This is an optimization exercise on Yosys and OpenROAD, whose aim is small area, not a production implementation. At most, simulation tests tie the RTL to the original design; equivalence was not proved. The clock port is modelled as an ideal driver, which makes a skipped or thinned clock tree look cheaper than it is; a real chip needs a root buffer or a tree.

==> flow/design.v (excerpt) <==
module total_fir(total_out, x_in, clk);
	input clk;
	input signed [7:0] x_in;
	output signed [15:0] total_out;
	reg [7:0] e0;
	reg [7:0] e1;
	reg [7:0] e2;
	reg [7:0] e3;
	reg [7:0] e4;
	reg [7:0] e5;
	reg [7:0] e6;
	reg [7:0] e7;
	reg [7:0] e8;
	reg [7:0] e9;
	reg [7:0] e10;
	reg [7:0] e11;
	reg [7:0] e12;
	reg [7:0] e13;
	reg [7:0] e14;
	reg [7:0] e15;
	reg [7:0] e16;
	reg [7:0] e17;
	reg r496;
	reg r497;
	reg r498;
	reg r501;
	reg r560;
	reg r607;
	reg r608;
	reg r641;
	reg r642;
	reg r643;
	reg r670;
	reg r687;
	reg r688;
	reg r697;
	reg r698;
	reg r703;
	reg r704;
	reg r711;
	reg r712;
	reg r713;
	reg r714;
	reg r715;
	wire o5_0;
	wire o6_0;
	wire o7_0;
	wire o8_0;
	wire o16_0;
	wire w1;
	wire w2;
	wire w3;
	wire w4;
	wire w5;
	wire w6;
	wire w7;
	wire w8;
	wire w9;
	wire w10;
	wire w11;
	wire w12;
	wire w13;
	wire w14;
	wire w15;
	wire w16;
	wire w17;
	wire w18;
	wire w19;
	wire w20;
	wire w21;
	wire w22;
	wire w23;
	wire w24;
	wire w25;
	wire w26;
	wire w27;
	wire w28;
	wire w29;
	wire w30;
	wire w31;
	wire w32;
	wire w33;
	wire w34;
	wire w35;
	wire w36;
	wire w37;
	wire w38;
	wire w39;
	wire w40;
	wire w41;
	wire w42;
	wire w43;
	wire w44;
	wire w45;
	wire w46;
	wire w47;
	wire w48;
	wire w49;
	wire w50;
	wire w51;
	wire w52;
	wire w53;
	wire w54;
	wire w55;
	wire w56;
	wire w57;
	wire w58;
	wire w59;
	wire w60;
	wire w61;
	wire w62;
	wire w63;
	wire w64;
	wire w65;
	wire w66;
	wire w67;
	wire w68;
	wire w69;
	wire w70;
	wire w71;
	wire w72;
	wire w73;
	wire w74;
	wire w75;
	wire w76;
	wire w77;
	wire w78;
	wire w79;
	wire w80;
	wire w81;
	wire w82;
	wire w83;
	wire w84;
	wire w85;
	wire w86;
	wire w87;
	wire w88;
	wire w89;
	wire w90;
	wire w91;
	wire w92;
	wire w93;
	wire w94;
	wire w95;
	wire w96;
	wire w97;
	wire w98;
	wire w99;
	wire w100;
	wire w101;
	wire w102;
	wire w103;
	wire w104;
	wire w105;
	wire w106;
	wire w107;
	wire w108;
	wire w109;
	wire w110;
	wire w111;
	wire w112;
	wire w113;
	wire w114;
	wire w115;
	wire w116;
	wire w117;
	wire w118;
	wire w119;
	wire w120;
	wire w121;
	wire w122;
	wire w123;
	wire w124;
	wire w125;
	wire w126;
	wire w127;
	wire w128;
	wire w129;
  ...
Size: ~170 flip-flops, ~0.0099 mm2 of cells after synthesis.
clock: 5.0 ns
lec_check: 0
cap_margin: 20
core_margin: 2
core_utilization: 40
slew_margin: 20
synth_hierarchical: 1
synth_minimum_keep_size: 0
standard.sh (not shown) runs the stock make flow with config.mk's settings and CLKGATE_MAP_FILE= SYNTH_SCRIPT=/design/flow/synth_recipe.tcl, a recipe that flattens the netlist after the stock synthesis.
==> flow/flow/run.sh <==
#!/bin/bash
# The standard layout (standard.sh, the ORFS flow), with ORFS's own variables set for two steps:
#  - clock tree synthesis without dummy balancing loads, built from clkbuf_8 cells;
#  - port buffering with the smallest buffer cell (every input and output still gets a buffer).
# The full ORFS output goes to standard.log in this folder (per-step logs under orfs/logs).
export CTS_ARGS="-sink_clustering_enable -repair_clock_nets -dont_use_dummy_load -buf_list sky130_fd_sc_hd__clkbuf_8"
export BUFFER_PORTS_ARGS="-buffer_cell sky130_fd_sc_hd__buf_1"
# timing-driven global placement: use its trial buffering for net weights only, do not keep it
export GPL_KEEP_OVERFLOW=0
bash standard.sh > standard.log 2>&1
Edit:
--- a/flow/flow/run.sh
+++ b/flow/flow/run.sh
@@ -8,2 +7,0 @@
-# timing-driven global placement: use its trial buffering for net weights only, do not keep it
-export GPL_KEEP_OVERFLOW=0
Outcome: The changed run produced a clean layout. Cell area rose by 0.79%. Worst setup slack is better by 13 ps. Fmax hardly moves.
No run of this note included a check of the RTL's function; only the layout flow was run.

Another version of the RTL of total_fir (not shown whole).
Size: roughly 570 cells after synthesis, ~160 flip-flops, roughly 25 I/O pins, about 9800 um2 of cells after synthesis.
Settings: LEC_CHECK=0, CAP_MARGIN=20, CORE_MARGIN=2, CORE_UTILIZATION=40, PLACE_DENSITY=0.75, SLEW_MARGIN=20, SYNTH_HIERARCHICAL=1, SYNTH_MINIMUM_KEEP_SIZE=0; clock period 5.0 ns.
==> flow/flow/run.sh <==
#!/bin/bash
# The standard layout (standard.sh, the ORFS flow), with ORFS's own variables set for three steps:
#  - clock tree: flow/mycts.tcl (sourced by ORFS before its CTS step) replaces TritonCTS with a
#    two-level tree: one clkbuf_8 at the clock port driving MYCTS_NLEAF clkbuf_4 cells, each
#    driving one placement cluster of flip-flops (balanced k-means on flip-flop locations);
#  - port buffering with the smallest buffer cell (every input and output still gets a buffer);
#  - timing-driven global placement keeps none of its trial buffering.
# The full ORFS output goes to standard.log in this folder (per-step logs under orfs/logs).
export PRE_CTS_TCL="$(pwd)/flow/mycts.tcl"
export MYCTS_NLEAF=18
export MYCTS_CELL=sky130_fd_sc_hd__clkbuf_4
export MYCTS_ROOT=sky130_fd_sc_hd__clkbuf_8
export BUFFER_PORTS_ARGS="-buffer_cell sky130_fd_sc_hd__buf_1"
export GPL_KEEP_OVERFLOW=0
bash standard.sh > standard.log 2>&1
==> flow/flow/mycts.tcl <==
proc simple_clock_tree {args} {
  set nleaf [expr {[info exists ::env(MYCTS_NLEAF)] ? $::env(MYCTS_NLEAF) : 4}]
  set cell [expr {[info exists ::env(MYCTS_CELL)] ? $::env(MYCTS_CELL) : "sky130_fd_sc_hd__clkbuf_8"}]
  set block [ord::get_db_block]
  set db [ord::get_db]
  set master [$db findMaster $cell]
  set clkport [$block findBTerm clk]
  set clknet [$clkport getNet]
  set sinks {}
  foreach it [$clknet getITerms] {
    set inst [$it getInst]
    set bb [$inst getBBox]
    lappend sinks [list $it [expr {([$bb xMin] + [$bb xMax]) / 2}] [expr {([$bb yMin] + [$bb yMax]) / 2}]]
  }
  # k-means with farthest-point seeding (deterministic)
  set pts $sinks
  set cx [lindex $pts 0 1]; set cy [lindex $pts 0 2]
  set tx 0; set ty 0
  foreach p $pts { set tx [expr {$tx + [lindex $p 1]}]; set ty [expr {$ty + [lindex $p 2]}] }
  set n [llength $pts]
  set cents [list [list [expr {$tx / $n}] [expr {$ty / $n}]]]
  while {[llength $cents] < $nleaf} {
    set best -1; set bp {}
    foreach p $pts {
      set dmin 1e18
      foreach c $cents {
        set d [expr {abs([lindex $p 1] - [lindex $c 0]) + abs([lindex $p 2] - [lindex $c 1])}]
        if {$d < $dmin} { set dmin $d }
      }
      if {$dmin > $best} { set best $dmin; set bp [list [lindex $p 1] [lindex $p 2]] }
    }
    lappend cents $bp
  }
  # balanced k-means: each cluster gets at most ceil(n/k) sinks
  set cap [expr {int(ceil(double($n) / $nleaf))}]
  for {set iter 0} {$iter < 30} {incr iter} {
    set pairs {}
    set i 0
    foreach p $pts {
      set k 0
      foreach c $cents {
        lappend pairs [list [expr {abs([lindex $p 1] - [lindex $c 0]) + abs([lindex $p 2] - [lindex $c 1])}] $i $k]
        incr k
      }
      incr i
    }
    set pairs [lsort -real -index 0 $pairs]
    array unset asg; array unset cnt
    for {set k 0} {$k < $nleaf} {incr k} { set cnt($k) 0 }
    foreach pr $pairs {
      lassign $pr d i k
      if {[info exists asg($i)]} continue
      if {$cnt($k) >= $cap} continue
      set asg($i) $k; incr cnt($k)
    }
    set newc {}
    for {set k 0} {$k < $nleaf} {incr k} { set sx($k) 0; set sy($k) 0 }
    for {set i 0} {$i < $n} {incr i} {
      set k $asg($i)
      set sx($k) [expr {$sx($k) + [lindex $pts $i 1]}]; set sy($k) [expr {$sy($k) + [lindex $pts $i 2]}]
    }
    for {set k 0} {$k < $nleaf} {incr k} {
      if {$cnt($k) > 0} { lappend newc [list [expr {$sx($k) / $cnt($k)}] [expr {$sy($k) / $cnt($k)}]] } else { lappend newc [lindex $cents $k] }
    }
    set cents $newc
  }
  set drvnet $clknet
  if {$nleaf > 4} {
    set rcell [expr {[info exists ::env(MYCTS_ROOT)] ? $::env(MYCTS_ROOT) : $cell}]
    set rinst [odb::dbInst_create $block [$db findMaster $rcell] "clkbuf_root"]
    set drvnet [odb::dbNet_create $block "clknet_root"]
    $drvnet setSigType CLOCK
    [$rinst findITerm X] connect $drvnet
    [$rinst findITerm A] connect $clknet
    set mx 0; set my 0
    foreach c $cents { set mx [expr {$mx + [lindex $c 0]}]; set my [expr {$my + [lindex $c 1]}] }
    $rinst setLocation [expr {int($mx / $nleaf)}] [expr {int($my / $nleaf)}]
    $rinst setPlacementStatus PLACED
  }
  for {set k 0} {$k < $nleaf} {incr k} {
    set inst [odb::dbInst_create $block $master "clkbuf_leaf_$k"]
    set net [odb::dbNet_create $block "clknet_leaf_$k"]
    $net setSigType CLOCK
    [$inst findITerm X] connect $net
    [$inst findITerm A] connect $drvnet
    $inst setLocation [expr {int([lindex $cents $k 0])}] [expr {int([lindex $cents $k 1])}]
    $inst setPlacementStatus PLACED
    set leafnet($k) $net
  }
  for {set i 0} {$i < $n} {incr i} {
    set it [lindex $pts $i 0]
    $it disconnect
    $it connect $leafnet($asg($i))
  }
  global_connect
  set_propagated_clock [all_clocks]
  puts "simple_clock_tree: $nleaf x $cell, sinks per buffer: [array get cnt]"
}
rename clock_tree_synthesis tritoncts_clock_tree_synthesis
proc clock_tree_synthesis {args} { simple_clock_tree }
The starting point produced a clean layout.
Next try:
--- a/flow/flow/mycts.tcl
+++ b/flow/flow/mycts.tcl
@@ -0,0 +1,3 @@
+# Simple one-level clock tree: the clock port drives NLEAF clock buffers, each
+# buffer drives the flip-flops of one placement cluster (k-means on the flip-flop
+# locations).  Replaces TritonCTS, whose H-tree always builds 16 leaf buffers here.
--- a/flow/config.mk
+++ b/flow/config.mk
@@ -11 +10,0 @@
-export PLACE_DENSITY = 0.75
The new run ran to the end with no violations.
Final cell count does not change.
Die area does not change.
Critical path depth does not change.
No run of this note takes its clock network from TritonCTS; it comes from the design's own scripts or RTL.

re-timing with driven ports:
No port has a modelled driver above. Below, the same layouts with a new extraction and two added sets of constraints.
Step 1 assumes that a clkbuf_16 drives the clock port and a buf_2 every other input.
Step 2 moves the port delays by t, midway between the first and last clock arrival at a register: inputs arrive t later, outputs are due t later. That takes back most of the time a late clock gives input paths.
Three values: no drivers, after step 1, after step 2; two values: the first two.
| run | t, ns | setup WS [ns] | worst hold slack (ns) | worst data-port slew with drivers (ns) | pins driven straight from the clock port |
|---|---|---|---|---|---|
| the first run of note 1 | 0.478 | 0.157 / 0.157 / 0.157 | 0.316 / 0.316 / 0.316 | 0.03 | 1 |
| the second run of note 1 | 0.495 | 0.170 / 0.170 / 0.170 | 0.317 / 0.317 / 0.317 | 0.03 | 1 |
| the first run of note 2 | 0.530 | 0.146 / 0.146 / 0.146 | 0.330 / 0.330 / 0.330 | 0.04 | 1 |
| the second run of note 2 | 0.538 | 0.109 / 0.109 / 0.109 | 0.333 / 0.333 / 0.333 | 0.03 | 1 |
After both steps setup and hold are still met in every run listed.
